From an optimization exercise on the open Yosys and OpenROAD flow, aimed at small area; shortcuts taken in it are not production practice. The RTL was checked by simulation tests, not by an equivalence proof against the original design. Power and IR drop assume default switching activity.

**design/flow/config.mk**
```make
export PLATFORM = sky130hd
export DESIGN_NAME = vga_colorbar
export DESIGN_NICKNAME = vga_colorbar
export VERILOG_FILES = /design/flow/design.v
export SDC_FILE = /design/flow/constraint.sdc
export NUM_CORES = 4
export LEC_CHECK = 0
export CAP_MARGIN = 20
export CORE_AREA = 2.3 2.72 59.8 59.84
export DIE_AREA = 0 0 62 62
export GPL_TIMING_DRIVEN = 0
export PLACE_DENSITY = 0.9
export SLEW_MARGIN = 20
```
**design/flow/constraint.sdc**
```tcl
create_clock -name core_clock -period 20.0 [get_ports {sys_clk}]
set_input_delay 4.0000 -clock core_clock [delete_from_list [all_inputs] [get_ports {sys_clk}]]
set_output_delay 4.0000 -clock core_clock [all_outputs]
set_load 0.01 [all_outputs]
```
**design/flow/design.v**
```verilog
`timescale 1ns/1ps
module vga_pic(e, lo, seg, a, b, e_n, lo_n, seg_n, a_n, b_n, hsync, vsync, pix);
  input e;
  wire e;
  input [5:0] lo;
  wire [5:0] lo;
  input [3:0] seg;
  wire [3:0] seg;
  input [7:0] a;
  wire [7:0] a;
  input [1:0] b;
  wire [1:0] b;
  output e_n;
  wire e_n;
  output [5:0] lo_n;
  wire [5:0] lo_n;
  output [3:0] seg_n;
  wire [3:0] seg_n;
  output [7:0] a_n;
  wire [7:0] a_n;
  output [1:0] b_n;
  wire [1:0] b_n;
  output hsync;
  wire hsync;
  output vsync;
  wire vsync;
  output pix;
  wire pix;
  wire _000_;
  wire _001_;
  wire _002_;
  wire _003_;
  wire _004_;
  wire _005_;
  wire _006_;
  wire _007_;
  wire _008_;
  wire _009_;
  wire _010_;
  wire _011_;
  wire _012_;
  wire _013_;
  wire _014_;
  wire _015_;
  wire _016_;
  wire _017_;
  wire _018_;
  wire _019_;
  wire _020_;
  wire _021_;
  wire _022_;
  wire _023_;
  wire _024_;
  wire _025_;
  wire _026_;
  wire _027_;
  wire _028_;
  wire _029_;
  wire _030_;
  wire _031_;
  wire _032_;
  wire _033_;
  wire _034_;
  wire _035_;
  wire _036_;
  wire _037_;
  wire _038_;
  wire _039_;
  wire _040_;
  wire _041_;
  wire _042_;
  wire _043_;
  wire _044_;
  wire _045_;
  wire _046_;
  wire _047_;
  wire _048_;
  wire _049_;
  wire _050_;
  wire _051_;
  wire _052_;
  wire _053_;
  wire _054_;
  wire _055_;
  wire _056_;
  wire _057_;
  wire _058_;
  wire _059_;
  wire _060_;
  wire _061_;
  wire _062_;
  wire _063_;
  wire _064_;
  wire _065_;
  wire _066_;
  wire _067_;
  wire _068_;
  wire _069_;
  wire _070_;
  wire _071_;
  wire _072_;
  wire _073_;
  wire _074_;
  wire _075_;
  wire _076_;
  wire _077_;
  wire _078_;
  wire _079_;
  wire _080_;
  wire _081_;
  wire _082_;
  wire _083_;
  wire _084_;
  wire _085_;
  wire _086_;
  wire _087_;
  wire _088_;
  wire _089_;
  wire _090_;
  wire _091_;
  wire _092_;
  wire _093_;
  wire _094_;
  wire _095_;
  wire _096_;
  wire _097_;
  wire _098_;
  wire _099_;
  wire _100_;
  wire _101_;
  wire _102_;
  wire _103_;
  wire _104_;
  wire _105_;
  wire _106_;
  wire _107_;
  wire _108_;
  wire _109_;
  wire _110_;
  wire _111_;
  wire _112_;
  wire _113_;
  wire _114_;
  wire _115_;
  wire _116_;
  wire _117_;
  wire _118_;
  wire _119_;
  wire _120_;
  wire _121_;
  wire _122_;
  wire _123_;
  wire _124_;
  wire _125_;
  wire _126_;
  wire _127_;
  wire _128_;
  wire _129_;
  wire _130_;
  wire _131_;
  wire _132_;
  wire _133_;
  wire _134_;
  wire _135_;
  wire _136_;
  wire _137_;
  wire _138_;
  wire _139_;
  wire _140_;
  wire _141_;
  wire _142_;
  wire _143_;
  wire _144_;
  wire _145_;
  wire _146_;
  wire _147_;
  wire _148_;
  wire _149_;
  wire _150_;
  wire _151_;
  wire _152_;
  wire _153_;
  wire _154_;
  wire _155_;
  wire _156_;
  wire _157_;
  wire _158_;
  wire _159_;
  wire _160_;
  wire _161_;
  wire _162_;
  wire _163_;
  wire _164_;
  wire _165_;
  wire b2;
  wire right;
  assign e_n = ~e;
  assign _121_ = a[2] & a[3];
  assign _122_ = a[0] & a[1];
  assign _123_ = seg[3] & lo[5];
  assign _124_ = lo[0] & lo[2];
  assign _125_ = ~(_123_ & _124_);
  assign _126_ = seg[2] & e;
  assign _127_ = seg[1] & seg[0];
  assign _128_ = ~(_126_ & _127_);
  assign _129_ = ~(_125_ | _128_);
  assign _130_ = _129_ & b[1];
  assign _131_ = _122_ & _130_;
  assign _132_ = _121_ & _131_;
  assign _133_ = ~(_132_ & a[4]);
  assign _134_ = ~a[5];
  assign _135_ = _133_ | _134_;
  assign _136_ = ~a[6];
  assign _137_ = a[5] & ~(a[1]);
  assign _138_ = ~(a[7] & a[6]);
  assign _139_ = _138_ | b[0];
  assign _140_ = _137_ & ~(_139_);
  assign _141_ = a[3] | a[4];
  assign _142_ = ~(_141_ | a[2]);
  assign _143_ = ~((_140_ & _142_) | a[0]);
  assign _144_ = _130_ & ~(_143_);
  assign _145_ = _144_ & ~(a[0]);
  assign _146_ = ~_145_;
  assign _147_ = ~((_135_ | _136_) & _146_);
  assign a_n[6] = ~((_135_ & _136_) | _147_);
  assign a_n[5] = _133_ ^ _134_;
  assign _148_ = ~a[4];
  assign _149_ = _148_ & ~(_132_);
  assign _150_ = _149_ & _146_;
  assign a_n[4] = _133_ & ~(_150_);
  assign _151_ = ~(_122_ & a[2]);
  assign _152_ = _151_ | ~(_130_);
  assign _153_ = ~a[3];
  assign a_n[3] = ~((_152_ & _153_) | _132_);
  assign a_n[2] = _131_ ^ a[2];
  assign _154_ = _144_ | a[1];
  assign a_n[1] = _154_ & ~(_131_);
  assign a_n[0] = _130_ ? _143_ : a[0];
  assign _155_ = ~(b[0] | b[1]);
  assign b_n[0] = _129_ ? _155_ : b[0];
  assign _156_ = seg[2] & ~(_129_);
  assign _157_ = ~seg[2];
  assign _158_ = ~(lo[4] & lo[5]);
  assign _159_ = lo[1] & lo[2];
  assign _160_ = e & lo[0];
  assign _161_ = _159_ & _160_;
  assign _162_ = ~(_161_ & lo[3]);
  assign _163_ = ~(_158_ | _162_);
  assign _164_ = ~_127_;
  assign _165_ = _163_ & ~(_164_);
  assign seg_n[2] = _165_ ? _157_ : _156_;
  assign _000_ = seg[0] & ~(_158_);
  assign _001_ = _000_ & ~(_162_);
  assign _002_ = _001_ ^ seg[1];
  assign _003_ = ~_129_;
  assign seg_n[1] = _002_ | ~(_003_);
  assign _004_ = ~((_163_ | seg[0]) & _003_);
  assign seg_n[0] = ~(_004_ | _001_);
  assign _005_ = ~lo[4];
  assign _006_ = _162_ ^ _005_;
  assign lo_n[4] = _006_ | ~(_003_);
  assign _007_ = ~((_161_ | lo[3]) & _003_);
  assign lo_n[3] = _162_ & ~(_007_);
  assign _008_ = _163_ | ~(_161_);
  assign _009_ = ~lo[1];
  assign _010_ = _160_ & ~(_009_);
  assign _011_ = ~((_010_ | lo[2]) & _003_);
  assign lo_n[2] = _008_ & ~(_011_);
  assign _012_ = _160_ ^ lo[1];
  assign lo_n[1] = _012_ | _129_;
  assign lo_n[0] = e ^ lo[0];
  assign _013_ = lo[3] ^ lo[2];
  assign _014_ = lo[3] ^ lo[5];
  assign _015_ = lo[4] & ~(lo[5]);
  assign _016_ = lo[5] & ~(lo[4]);
  assign _017_ = ~((_013_ | _014_) & (_015_ | _016_));
  assign _018_ = b[1] & ~(b[0]);
  assign _019_ = b[0] & ~(seg[0]);
  assign _020_ = ~(lo[0] | lo[2]);
  assign _021_ = lo[1] | lo[4];
  assign _022_ = _020_ & ~(_021_);
  assign _023_ = _022_ | b[1];
  assign _024_ = ~((_019_ & _023_) | _151_);
  assign _025_ = ~((_017_ | _018_) & _024_);
  assign _026_ = _025_ & ~(a[3]);
  assign _027_ = ~seg[1];
  assign _028_ = _009_ ? _016_ : _015_;
  assign _029_ = _017_ & ~(_028_);
  assign _030_ = _027_ & ~(_029_);
  assign _031_ = ~seg[0];
  assign _032_ = ~((_026_ | _148_) & (_030_ | _031_));
  assign _033_ = _155_ | ~(_122_);
  assign _034_ = ~((_033_ & _121_) | _027_);
  assign _035_ = _148_ & ~(_121_);
  assign _036_ = _035_ ^ lo[5];
  assign _037_ = _036_ & ~(_028_);
  assign _038_ = a[0] | a[1];
  assign _039_ = _155_ & ~(_038_);
  assign _040_ = _039_ | ~(a[2]);
  assign _041_ = _040_ & ~(_141_);
  assign _042_ = _018_ & _122_;
  assign _043_ = _142_ & ~(_042_);
  assign _044_ = ~((_037_ | _041_) & (_043_ | _017_));
  assign _045_ = ~((_034_ & _044_) | seg[0]);
  assign _046_ = _032_ | _045_;
  assign _047_ = ~_014_;
  assign _048_ = ~(_015_ | _016_);
  assign _049_ = ~((_039_ & _142_) | (_047_ & _048_));
  assign _050_ = _122_ | a[2];
  assign _051_ = a[3] & a[4];
  assign _052_ = seg[2] | ~(a[7]);
  assign _053_ = ~seg[3];
  assign _054_ = _052_ | _053_;
  assign _055_ = a[6] | a[5];
  assign _056_ = _054_ | _055_;
  assign _057_ = ~((_050_ & _051_) | _056_);
  assign _058_ = ~(_049_ & _057_);
  assign _059_ = _041_ & ~(_022_);
  assign _060_ = ~(lo[1] | lo[2]);
  assign _061_ = lo[3] & ~(_060_);
  assign _062_ = _061_ & ~(_020_);
  assign _063_ = _159_ | lo[3];
  assign _064_ = ~(_063_ | _124_);
  assign _065_ = _005_ ? _064_ : _062_;
  assign _066_ = _043_ | _164_;
  assign _067_ = _065_ | _066_;
  assign _068_ = ~((_059_ & _017_) | _067_);
  assign _069_ = _058_ | _068_;
  assign _070_ = ~(lo[3] | lo[2]);
  assign _071_ = _070_ | _141_;
  assign _072_ = ~((_124_ & lo[3]) | _071_);
  assign _073_ = a[3] & ~(a[4]);
  assign _074_ = ~((_013_ & a[2]) | _047_);
  assign _075_ = _074_ ? _073_ : _072_;
  assign _076_ = ~(a[2] ^ lo[2]);
  assign _077_ = ~lo[5];
  assign _078_ = lo[0] & ~(a[0]);
  assign _079_ = _077_ & ~(_078_);
  assign _080_ = a[1] | ~(lo[1]);
  assign _081_ = a[1] ? _009_ : lo[5];
  assign _082_ = ~((_079_ & _080_) | _081_);
  assign _083_ = a[0] & lo[0];
  assign _084_ = ~(lo[1] ^ a[1]);
  assign _085_ = lo[5] & ~(_084_);
  assign _086_ = _083_ & _085_;
  assign _087_ = _082_ | _086_;
  assign _088_ = _076_ ^ _087_;
  assign _089_ = _075_ & ~(_088_);
  assign _090_ = _063_ & ~(_084_);
  assign _091_ = ~lo[0];
  assign _092_ = ~a[0];
  assign _093_ = ~((_090_ | _091_) & (_084_ | _092_));
  assign _094_ = _014_ & ~(_083_);
  assign _095_ = ~((_061_ | _085_) & _094_);
  assign _096_ = _093_ & ~(_095_);
  assign _097_ = ~_018_;
  assign _098_ = _121_ | b[0];
  assign _099_ = ~((lo[1] | a[0]) & a[2]);
  assign _100_ = ~(_099_ & _153_);
  assign _101_ = _078_ | ~(_084_);
  assign _102_ = ~((lo[0] & _077_) | _092_);
  assign _103_ = _101_ | _102_;
  assign _104_ = ~_086_;
  assign _105_ = ~((_098_ & _100_) | (_103_ & _104_));
  assign _106_ = ~((_096_ | _097_) & (_105_ | b[1]));
  assign _107_ = seg[0] | ~(_030_);
  assign _108_ = ~((_089_ & _106_) | _107_);
  assign _109_ = _069_ | _108_;
  assign pix = _046_ & ~(_109_);
  assign _110_ = ~(b[1] | a[6]);
  assign _111_ = _110_ & ~(a[7]);
  assign _112_ = a[3] | ~(a[1]);
  assign _113_ = ~(a[4] & a[5]);
  assign _114_ = _112_ | _113_;
  assign _115_ = _111_ & ~(_114_);
  assign vsync = _115_ & ~(_050_);
  assign _116_ = seg[2] | ~(seg[1]);
  assign _117_ = _116_ | seg[3];
  assign hsync = ~((_063_ & _000_) | _117_);
  assign a_n[7] = _147_ ^ a[7];
  assign b_n[1] = _129_ ? b[0] : b[1];
  assign _118_ = ~(_165_ & seg[2]);
  assign seg_n[3] = ~((_118_ & _053_) | _129_);
  assign _119_ = ~((_162_ | _005_) & _077_);
  assign _120_ = _163_ | _129_;
  assign lo_n[5] = _119_ & ~(_120_);
  assign right = lo[5];
  assign b2 = b[1];
endmodule
`timescale 1ns/1ps
module vga_colorbar(
    input  wire        sys_clk,
    input  wire        sys_rst_n,
    output wire        hsync,
    output wire        vsync,
    output wire [15:0] rgb
);
reg        e;
reg [5:0]  lo;
reg [3:0]  seg;
reg [7:0]  a;
reg [1:0]  b;
wire       e_n;
wire [5:0] lo_n;
wire [3:0] seg_n;
wire [7:0] a_n;
wire [1:0] b_n;
wire       pix;
vga_pic logic_inst (
    .e(e), .lo(lo), .seg(seg), .a(a), .b(b),
    .e_n(e_n), .lo_n(lo_n), .seg_n(seg_n), .a_n(a_n), .b_n(b_n),
    .hsync(hsync), .vsync(vsync), .pix(pix)
);
always @(posedge sys_clk or negedge sys_rst_n) begin
    if (!sys_rst_n) begin
        e   <= 1'b1;
        lo  <= 6'd18;
        seg <= 4'd2;
        a   <= 8'd50;
        b   <= 2'd0;
    end else begin
        e   <= e_n;
        lo  <= lo_n;
        seg <= seg_n;
        a   <= a_n;
        b   <= b_n;
    end
end
assign rgb = {16{pix}};
endmodule
```
**design/flow/flow/run.sh**
```bash
#!/bin/bash
# Layout flow: the standard flow (standard.sh), with two changes:
#  - synthesis is the standard flow's own script (synth_recipe.tcl), except that ABC maps
#    the logic with an area-oriented script (area.abc) instead of ORFS's
#    delay-oriented one, and Yosys's half/full-adder extraction is skipped so
#    that ABC sees all the logic; the registers, their names and cell types
#    are those of the standard synthesis;
#  - the port buffers are sky130_fd_sc_hd__buf_1.
# ORFS writes each tool's log under orfs/logs; make's output is in flow_make.log.
set -euo pipefail
W=$(pwd)
export MY_FLOW_DIR="$W/flow"
bash standard.sh "SYNTH_SCRIPT=$W/flow/my_synth.tcl" \
    "BUFFER_PORTS_ARGS=-buffer_cell sky130_fd_sc_hd__buf_1" finish > "$W/flow_make.log" 2>&1
```
**design/flow/flow/area.abc**
```
strash
dch -f
amap
topo
```
**design/flow/flow/my_synth.tcl**
```tcl
# The standard flow's synthesis script (synth_recipe.tcl) with two changes: ABC runs
# flow/area.abc (area-oriented mapping) instead of ORFS's script, and
# extract_fa (half/full-adder extraction) is skipped.
proc abc {args} {
  set i [lsearch -exact $args -script]
  if { $i >= 0 } {
    lset args [expr { $i + 1 }] $::env(MY_FLOW_DIR)/area.abc
  }
  puts "abc (area script): $args"
  yosys abc {*}$args
}
proc extract_fa {args} {
  puts "extract_fa skipped"
}
proc insbuf {args} {
  puts "insbuf skipped"
}
source $::env(MY_FLOW_DIR)/../synth_recipe.tcl
```
**design/flow/standard.sh**
```bash
#!/bin/bash
# synth_recipe.tcl (not shown) runs the flow's synth.tcl, then flattens the netlist and writes it again
# the make line also repeats each setting of config.mk as NAME=value (left out here)
make -C /OpenROAD-flow-scripts/flow DESIGN_CONFIG=/design/flow/config.mk WORK_HOME=/design/flow/orfs CLKGATE_MAP_FILE= SYNTH_SCRIPT=/design/flow/synth_recipe.tcl "${@:-finish}"
```
==> summary.md, run 1 <==
| Metric | Value |
|---|---|
| Number of standard cells after synthesis | between 150 and 200 |
| Worst hold path type | flop to flop |
| N_diodes | 0 |
| Post-detailed-route count of antenna-violating nets | 0 |
| Highest achievable clock rate | 139 MHz |
| Outcome | complete, no violations |
| Avg WL per Cell | ~13 um |
| Slowest library cell on the worst path | sky130_fd_sc_hd__dfstp_2 |
| Worst-path maximum fanout | 16 |
| Net count after synthesis | between 150 and 200 |
| Final GP Congestion | 0.964 |
| Cell leakage power | around 0.52 nW |
| Chain of cells forming the critical path | clkinv_1 -> o22ai_1 -> or2_0 -> nor3_1 -> a31oi_1 -> nor2_1 -> a21oi_1 -> a21oi_1 -> a2111oi_0 -> o311a_1 -> buf_1 |
| Floorplan die height | roughly 62 um |
| Sink Count | 21 |
| Clock Skew | ~2.2 ps |
| Slew margin rel. | 0.467 |
| Post-route DRC violation count | 0 |
| Endpoints failing setup | 0 |
| GRT Overall Usage | 0.179 |
| Die outline area | 3840 um2 |
| Chip width | 62 um |
| Number of distinct standard cells referenced by the synthesized netlist | 28 |
| Wirelength, routed | 3.14 mm |
| Number of top-level pins | 20 |
| Pin count of the biggest net entering global routing | 22 |
| Power density relative to cell area | 44.3 nW/um2 |
| Final Max Tran Viols | 0 |
| Final min period | 7180 ps |
| H-tree depth reported by CTS | 1 |
| Vias/cell | 5.71 |
| Worst-case setup slack after placement | about 13000 ps |
| Worst Hold Slack | 504 ps |
| Global-route wire length before repair | between 5 and 6 mm |
| Total Power | between 0.00006 and 0.00007 W |
| Total count of hold-check failures in the final report | 0 |
| Number of post-CTS setup repair buffers | 0 |
| Number of synthesized register bits | 21 |
| Number of warnings reported in the yosys synthesis log | 1 |
| Maximum buffer depth of the clock tree | 2 |
| Number of buffers added by the clock tree synthesis step | 3 |
| Sequential-to-total area share from yosys stat | 0.417 |
| Area of the core | around 3300 um2 |
| Worst endpoint data arrival time | 3180 ps |
| Transition at the pin with the smallest max-transition slack | 792 ps |
| R2R Setup Slk | roughly 17000 ps |
| Endpoint required time on the critical path | 16000 ps |
| Post-Synthesis Cell Area | 1280 um2 |
| Setup repair after global routing missed its margin | no |
| Remaining global-route overflow | 0 |
| Antenna violations before repair | 0 |
| Startpoint of the lowest-slack hold path | e |
| Cell with the most instances on the worst path | sky130_fd_sc_hd__a21oi_1 |
| Number of hold buffers added after CTS | 0 |
| Peak supply drop | 28.8 uV |
| Delay of the slowest cell on the worst path | about 590 ps |
| Setup Total Neg Slack | 0 ps |
| Count of port buffers added during placement | 19 |
| Number of detailed-route iterations in the first pass | 4 |
| Detailed Place HPWL | 2.36 mm |
| Crit Reg-Reg Startpoint | lo[2] |
| TritonCTS clock tree | built |
| CTS clock-pin slew for the worst setup and hold paths | 110 ps |
| Starting DRC count in detailed routing | 70 |
| Vias post-DR | 1371 |
| Hold Path End | e |
| # Max-Cap Violations | 0 |
| Mapped Avg Cell Area | ~7.5 um2 |
| Clk Latency, worst-skew pair | 300 ps |
| Element type at the critical path end | output port |
| Fin worst setup slack | roughly 13000 ps |
| Setup crit start kind | flop |
| Root buffer selected by CTS | sky130_fd_sc_hd__clkbuf_4 |
| Number of global-route vias before repair | about 1200 |
| NumNets Final | 197 |
| Worst flop-to-flop path endpoint | a[7] |
| Count of cells resized by post-cts repair | 0 |
| Critical setup path kind | flop to output port |
| Rows | 21 |
| P&R area growth vs syn | 12.7% |
| WHS Path Cells | 1 |
| Initial standard-cell utilization of the core | 0.390 |
| Layout cells sized above 1 | 0.0619 |
| Number of cells traversed by the worst register-to-register path | 12 |
| Crit share post-route | 0.359 |
## cell usage after synthesis
cell type / number / share of area
sky130_fd_sc_hd__a31oi_1: 5 / 0.024
sky130_fd_sc_hd__nor3_1: 11 / 0.043
sky130_fd_sc_hd__a221o_1: 1 / 0.0078
sky130_fd_sc_hd__a21oi_1: 15 / 0.059
sky130_fd_sc_hd__a2111oi_0: 1 / 0.0068
sky130_fd_sc_hd__a41oi_1: 1 / 0.0068
sky130_fd_sc_hd__o21a_1: 1 / 0.0059
sky130_fd_sc_hd__nand2_1: 16 / 0.047
sky130_fd_sc_hd__o31ai_1: 1 / 0.0059
sky130_fd_sc_hd__o32ai_1: 1 / 0.0068
sky130_fd_sc_hd__o311a_1: 1 / 0.0078
sky130_fd_sc_hd__o221a_1: 1 / 0.0088
sky130_fd_sc_hd__o22ai_1: 5 / 0.024
sky130_fd_sc_hd__dfstp_2: 7 / 0.14
sky130_fd_sc_hd__o2111ai_1: 1 / 0.0068
sky130_fd_sc_hd__nand3_1: 5 / 0.020
sky130_fd_sc_hd__a222oi_1: 1 / 0.0078
sky130_fd_sc_hd__a31o_1: 1 / 0.0068
sky130_fd_sc_hd__clkinv_1: 23 / 0.067
sky130_fd_sc_hd__nand4_1: 2 / 0.0098
sky130_fd_sc_hd__a211oi_1: 4 / 0.023
sky130_fd_sc_hd__nor4_1: 4 / 0.020
sky130_fd_sc_hd__or3_1: 1 / 0.0049
sky130_fd_sc_hd__o41ai_1: 1 / 0.0068
sky130_fd_sc_hd__or2_0: 1 / 0.0049
sky130_fd_sc_hd__o21ai_0: 17 / 0.066
sky130_fd_sc_hd__dfrtp_1: 14 / 0.27
sky130_fd_sc_hd__nor2_1: 29 / 0.085
## layout by cell type, fill, tap and decap left out
cell	count
sky130_fd_sc_hd__nand2_1	16
sky130_fd_sc_hd__clkbuf_2	1
sky130_fd_sc_hd__dfstp_2	7
sky130_fd_sc_hd__o2111ai_1	1
sky130_fd_sc_hd__buf_1	18
sky130_fd_sc_hd__dfrtp_1	14
sky130_fd_sc_hd__a211oi_1	4
sky130_fd_sc_hd__a222oi_1	1
sky130_fd_sc_hd__clkinv_1	23
sky130_fd_sc_hd__a41oi_1	1
sky130_fd_sc_hd__nor3_1	11
sky130_fd_sc_hd__nor4_2	1
sky130_fd_sc_hd__a221o_1	1
sky130_fd_sc_hd__o41ai_1	1
sky130_fd_sc_hd__nor2_1	29
sky130_fd_sc_hd__nor4_1	3
sky130_fd_sc_hd__o22ai_1	5
sky130_fd_sc_hd__o21a_1	1
sky130_fd_sc_hd__a21oi_1	15
sky130_fd_sc_hd__clkbuf_1	1
sky130_fd_sc_hd__o32ai_1	1
sky130_fd_sc_hd__o21ai_0	17
sky130_fd_sc_hd__or3_1	1
sky130_fd_sc_hd__nand4_1	2
sky130_fd_sc_hd__o311a_1	1
sky130_fd_sc_hd__o31ai_1	1
sky130_fd_sc_hd__a31o_1	1
sky130_fd_sc_hd__nand3_1	5
sky130_fd_sc_hd__or2_0	1
sky130_fd_sc_hd__a2111oi_0	1
sky130_fd_sc_hd__clkbuf_4	3
sky130_fd_sc_hd__o221a_1	1
sky130_fd_sc_hd__a31oi_1	5
## cell type report
class / count / area (um2)
Timing Repair Buffer: 19 / 72.6
Sequential cell: 21 / 534
Fill cell: 345 / 1840
Inverter: 23 / 86.3
Multi-Input combinational cell: 127 / 667
Tap cell: 46 / 57.6
Clock buffer: 4 / 26.3
## sequential cells by signal, indices dropped and copies added, names as in the netlist
signal / flops
seg: 4
e: 1
a: 8
lo: 6
b: 2
## routing by layer
metal / track usage / wire (um) / share of wire / vias up
met5: 0 / 0 / 0 / -
met4: 0.0729 / 56 / 0.018 / 0
met3: 0.0269 / 221 / 0.070 / 9
met2: 0.286 / 1410 / 0.45 / 64
met1: 0.242 / 1450 / 0.46 / 627
li1: - / - / - / 671
## stage by stage
stage | area [um2] | instances | utilization
floorplan | 1280 | 171 | -
global placement | 1410 | 236 | 0.429
detailed placement | 1420 | 236 | 0.431
CTS | 1440 | 240 | 0.439
global route | 1440 | 240 | 0.440
finish | 1440 | 240 | 0.440
## critical path: cells and delay by family, from the launching register on
kind | cells | cell delay (ps)
AO/OA/AOI/OAI | 6 | 1570
AND/OR/NAND/NOR | 3 | 310
flip-flops | 1 | 590
buffers and inverters | 2 | 400
## report_power, final
part	total (W)	switching [W]	internal (W)
Clock	0.0000206	0.0000129	0.00000778
Sequential	0.0000425	0	0.0000425
Combinational	0.000000841	0.000000773	0.0000000676
Total	0.0000640	0.0000136	0.0000504
## how the worst max path moves through the flow
| stage | startpoint | to | slack [ps] | cells past startpoint |
|---|---|---|---|---|
| 5_1_grt | lo[1] | rgb[7] | 12500 | 10 |
| 2_1_floorplan | lo[1] | rgb[0] | 12990 | 10 |
| 3_3_place_gp | lo[1] | rgb[6] | 13210 | 11 |
| 4_1_cts | a[1] | rgb[14] | 12810 | 11 |
| 6_report | a[1] | rgb[7] | 12820 | 11 |
| 3_5_place_dp | lo[1] | rgb[14] | 13170 | 11 |
## kinds of logic after synthesis
kind of cell    count (synthesis)  share of synthesized area
compound gates                 58                      0.282
flops                          21                      0.417
buf+inv                        23                     0.0674
simple gates                   69                      0.233
==> run 2, diff against run 1 <==
--- a/design/flow/flow/my_synth.tcl
+++ b/design/flow/flow/my_synth.tcl
@@ -12,7 +12,4 @@
 proc extract_fa {args} {
   puts "extract_fa skipped"
 }
-proc insbuf {args} {
-  puts "insbuf skipped"
-}
 source $::env(MY_FLOW_DIR)/../synth_recipe.tcl
--- a/design/flow/config.mk
+++ b/design/flow/config.mk
@@ -8,6 +8,5 @@
 export CAP_MARGIN = 20
 export CORE_AREA = 2.3 2.72 59.8 59.84
 export DIE_AREA = 0 0 62 62
-export GPL_TIMING_DRIVEN = 0
 export PLACE_DENSITY = 0.9
 export SLEW_MARGIN = 20
==> run 2 against run 1 <==
Against the previous run: still clean; cell count is 0.42% higher; utilization hardly changed; synthesized cell count is 9.4% higher; non-clock buffer count is 1 higher; maximum frequency is 0.52% higher; clock power hardly changed; die area stayed put; sequential share of layout area hardly changed; critical endpoint is now rgb[10]; largest power group unchanged; highest routed layer unchanged.
==> summary.md, run 2 <==
| Metric | Value |
|---|---|
| Vias/cell | 5.77 (was 5.71) |
| Fin worst setup slack | 12860 ps (was 12820 ps) |
| Sequential-to-total area share from yosys stat | 0.381 (was 0.417) |
| Async set-or-reset flop fraction in the synthesized netlist | 1.00 (unchanged) |
| WHS Path Cells | 1 (unchanged) |
| GRT Overall Usage | 0.187 (was 0.179) |
| Setup Total Neg Slack | 0 ps (unchanged) |
| Startpoint of the lowest-slack hold path | e (unchanged) |
| Most frequent standard cell in the layout excluding fill and tap cells | sky130_fd_sc_hd__nor2_1 (unchanged) |
| Vias post-DR | 1390 (was 1371) |
| Main synth FF type | sky130_fd_sc_hd__dfrtp_1 (unchanged) |
| Starting DRC count in detailed routing | 105 (was 70) |
| Peak supply drop | 26.1 uV (was 28.8 uV) |
| Share of the synthesized area in the top cell type | 0.250 (was 0.273) |
| Worst flop-to-flop path endpoint | a[7] (unchanged) |
| Clock Skew | 1.94 ps (was 2.25 ps) |
| Number of distinct standard cells referenced by the synthesized netlist | 29 (was 28) |
| Post-Synthesis Cell Area | 1400 um2 (was 1280 um2) |
| Count of port buffers added during placement | 19 (unchanged) |
| Number of top-level pins | 20 (unchanged) |
| Number of standard cells after synthesis | 187 (was 171) |
| Worst hold path type | flop to flop (unchanged) |
| P&R area growth vs syn | 3.13% (was 12.7%) |
| Outcome | complete, no violations (unchanged) |
| Worst-case setup slack after placement | 13250 ps (was 13170 ps) |
| Post-synth EDFFs | 0 (unchanged) |
| NumNets Final | 198 (was 197) |
| Number of synthesized register bits | 21 (unchanged) |
| Chip width | 62 um (unchanged) |
| Post-detailed-route count of antenna-violating nets | 0 (unchanged) |
| Highest achievable clock rate | 140 MHz (was 139 MHz) |
| Number of flip-flops in the largest register | 8 (unchanged) |
| Final core utilization | 0.440 (about the same) |
| R2R Setup Slk | 17260 ps (was 16920 ps) |
| # Max-Cap Violations | 0 (unchanged) |
| Leading registers by flop count | a: 8 flops, lo: 6 flops, seg: 4 flops (unchanged) |
| TritonCTS clock tree | built (unchanged) |
| Worst-path maximum fanout | 16 (unchanged) |
| Rows | 21 (unchanged) |
| Number of fill cells in the layout | 348 (was 345) |
| CTS clock-pin slew for the worst setup and hold paths | 120 ps (was 110 ps) |
| Count of cells resized by post-cts repair | 0 (unchanged) |
| Sink Count | 21 (unchanged) |
| Total Power | 0.0000642 W (was 0.0000640 W) |
| Global-route wire length before repair | 5.38 mm (was 5.10 mm) |
| Initial standard-cell utilization of the core | 0.427 (was 0.390) |
| Setup repair after global routing missed its margin | no (unchanged) |
| Number of warnings reported in the yosys synthesis log | 1 (unchanged) |
| Top cell family by delay on the critical path | compound AO/OA/AOI/OAI gates (unchanged) |
| Transition at the pin with the smallest max-transition slack | 518 ps (was 792 ps) |
| Crit Reg-Reg Startpoint | lo[5] (was lo[2]) |
| Worst endpoint data arrival time | 3140 ps (was 3180 ps) |
| Dominant cells by area after synthesis | sky130_fd_sc_hd__dfrtp_1 (25%), sky130_fd_sc_hd__dfstp_2 (13%), sky130_fd_sc_hd__buf_4 (8.6%), sky130_fd_sc_hd__nor2_1 (7.8%), sky130_fd_sc_hd__clkinv_1 (6.2%) (was sky130_fd_sc_hd__dfrtp_1 (27%), sky130_fd_sc_hd__dfstp_2 (14%), sky130_fd_sc_hd__nor2_1 (8.5%), sky130_fd_sc_hd__clkinv_1 (6.7%), sky130_fd_sc_hd__o21ai_0 (6.6%)) |
| H-tree depth reported by CTS | 1 (unchanged) |
| Commonest non-fill, non-tap cells in the layout | sky130_fd_sc_hd__nor2_1 (29), sky130_fd_sc_hd__clkinv_1 (23), sky130_fd_sc_hd__buf_1 (18), sky130_fd_sc_hd__o21ai_0 (17), sky130_fd_sc_hd__nand2_1 (16) (unchanged) |
| Number of hold buffers added after CTS | 0 (unchanged) |
| Post-route DRC violation count | 0 (unchanged) |
| Slowest library cell on the worst path | sky130_fd_sc_hd__dfstp_2 (unchanged) |
| Number of post-CTS setup repair buffers | 0 (unchanged) |
| Slew margin rel. | 0.655 (was 0.467) |
| Final min period | 7140 ps (was 7180 ps) |
| Delay of the slowest cell on the worst path | 600 ps (was 590 ps) |
| Total count of hold-check failures in the final report | 0 (unchanged) |
| Mapped Avg Cell Area | 7.49 um2 (about the same) |
| Final GP Congestion | 0.991 (was 0.964) |
| Number of buffers added by the clock tree synthesis step | 3 (unchanged) |
| Critical setup path kind | flop to output port (unchanged) |
| Endpoint required time on the critical path | 16000 ps (about the same) |
| Detailed Place HPWL | 2.48 mm (was 2.36 mm) |
| Chain of cells forming the critical path | clkinv_1 -> o22ai_1 -> or2_0 -> nor3_1 -> a31oi_1 -> nor2_1 -> a21oi_1 -> a21oi_1 -> a2111oi_0 -> o311a_1 -> buf_1 (unchanged) |
| WP buf/inv | 2 (unchanged) |
| Element type at the critical path end | output port (unchanged) |
| Antenna violations before repair | 0 (unchanged) |
| N_diodes | 0 (unchanged) |
| Endpoints failing setup | 0 (unchanged) |
| Wirelength, routed | 3.18 mm (was 3.14 mm) |
| Floorplan die height | 62 um (unchanged) |
| Final Max Tran Viols | 0 (unchanged) |
| Net count after synthesis | 189 (was 173) |
| Crit share post-route | 0.357 (was 0.359) |
| Cell leakage power | 0.525 nW (was 0.520 nW) |
| Setup crit start kind | flop (unchanged) |
| Pin count of the biggest net entering global routing | 22 (unchanged) |
| Avg WL per Cell | 13.2 um (was 13.1 um) |
| Number of detailed-route iterations in the first pass | 5 (was 4) |
| Root buffer selected by CTS | sky130_fd_sc_hd__clkbuf_4 (unchanged) |
| Cell with the most instances on the worst path | sky130_fd_sc_hd__a21oi_1 (unchanged) |
| Power density relative to cell area | 44.5 nW/um2 (was 44.3 nW/um2) |
| Number of global-route vias before repair | 1164 (was 1151) |
| Layout cells sized above 1 | 0.0615 (was 0.0619) |
| Maximum buffer depth of the clock tree | 2 (unchanged) |
| Number of cells traversed by the worst register-to-register path | 10 (was 12) |
| Dpl cells | 237 (was 236) |
| Die outline area | 3840 um2 (unchanged) |
| Remaining global-route overflow | 0 (unchanged) |
| Clk Latency, worst-skew pair | 310 ps (was 300 ps) |
| Hold Path End | e (unchanged) |
| Yosys top cell by area | sky130_fd_sc_hd__dfrtp_1 (unchanged) |
| Top-count cell post-synth | sky130_fd_sc_hd__nor2_1 (unchanged) |
| Area of the core | 3280 um2 (unchanged) |
| Most common library cells after synthesis | sky130_fd_sc_hd__nor2_1 (29), sky130_fd_sc_hd__clkinv_1 (23), sky130_fd_sc_hd__o21ai_0 (17), sky130_fd_sc_hd__buf_4 (16), sky130_fd_sc_hd__nand2_1 (16) (was sky130_fd_sc_hd__nor2_1 (29), sky130_fd_sc_hd__clkinv_1 (23), sky130_fd_sc_hd__o21ai_0 (17), sky130_fd_sc_hd__nand2_1 (16), sky130_fd_sc_hd__a21oi_1 (15)) |
| Register bank with the most flops | a (unchanged) |
| Non-filler cells in the finished layout | 241 (was 240) |
## run 2: cell count changes in the layout (fill, tap and decap cells not counted)
cell / previous run / this run
sky130_fd_sc_hd__buf_4: 0 / 1
sky130_fd_sc_hd__nor4_1: 3 / 4
sky130_fd_sc_hd__nor4_2: 1 / 0
## run 2: final cells by class
type	count	area (um2)	share of cell area
clock buffers	4	26.3	0.0182
inverters	23	86.3	0.0597
multi-input cells	127	661	0.457
flip-flops and latches	21	534	0.370
well taps	46	57.6	0.0398
repair buffers	20	80.1	0.0554
## run 2: cells by family after synthesis
kind of cell / Yosys count / share of synthesized area
DFF: 21 / 0.381
buffers and inverters: 39 / 0.147
and+or+nand+nor: 69 / 0.213
AOI/OAI and AO/OA: 58 / 0.258
## run 2: how the worst max path moves through the flow
| stage | cells past startpoint | endpoint | start | slack [ps] |
|---|---|---|---|---|
| 2_1_floorplan | 11 | rgb[0] | lo[1] | 13600 |
| 3_3_place_gp | 11 | rgb[10] | lo[1] | 13330 |
| 3_5_place_dp | 11 | rgb[10] | lo[1] | 13250 |
| 4_1_cts | 11 | rgb[10] | lo[1] | 12890 |
| 5_1_grt | 11 | rgb[2] | lo[1] | 12440 |
| 6_report | 11 | rgb[10] | lo[1] | 12860 |
## run 2: metrics by stage
| stage | hold slack [ps] | area [um2] |
|---|---|---|
| after floorplan | 446 | 1400 |
| after global placement | 471 | 1420 |
| after detailed placement | 469 | 1420 |
| after CTS | 499 | 1440 |
| after global routing | 536 | 1450 |
| final | 500 | 1450 |
## run 2: metal layers
layer,share of wire,vias to the layer above,global-route usage
met3,0.087,6,0.0124
met1,0.44,629,0.275
li1,-,673,-
met4,0.017,0,0.0790
met5,0,-,0
met2,0.45,82,0.283
## run 2: report_power, final
group	switching [W]	internal [W]	total [W]	leakage [nW]
Sequential	0	0.0000425	0.0000425	0.263
Clock	0.0000131	0.00000779	0.0000209	0.0150
Combinational	0.000000782	0.0000000675	0.000000850	0.247

port drivers added, routing unchanged:
Ports are ideal in the flow. The routed layouts listed here were re-timed in OpenROAD.
Step 1, drivers: a clkbuf_16 drives sys_clk and a buf_2 each remaining input, both assumed.
Step 2 also shifts input and output timing later by t, the mid clock arrival at the registers, as if the neighbouring blocks saw the same clock.
Slacks: no drivers / after step 1 / after step 2; pairs: no drivers / after step 1.
run	t (ns)	setup WS [ns]	slew at the worst register clock pin (ns)
run 1	0.325	12.825 / 12.803 / 13.128	0.11 / 0.11
run 2	0.326	12.862 / 12.842 / 13.168	0.12 / 0.12
After both steps setup and hold are still met in every run listed.
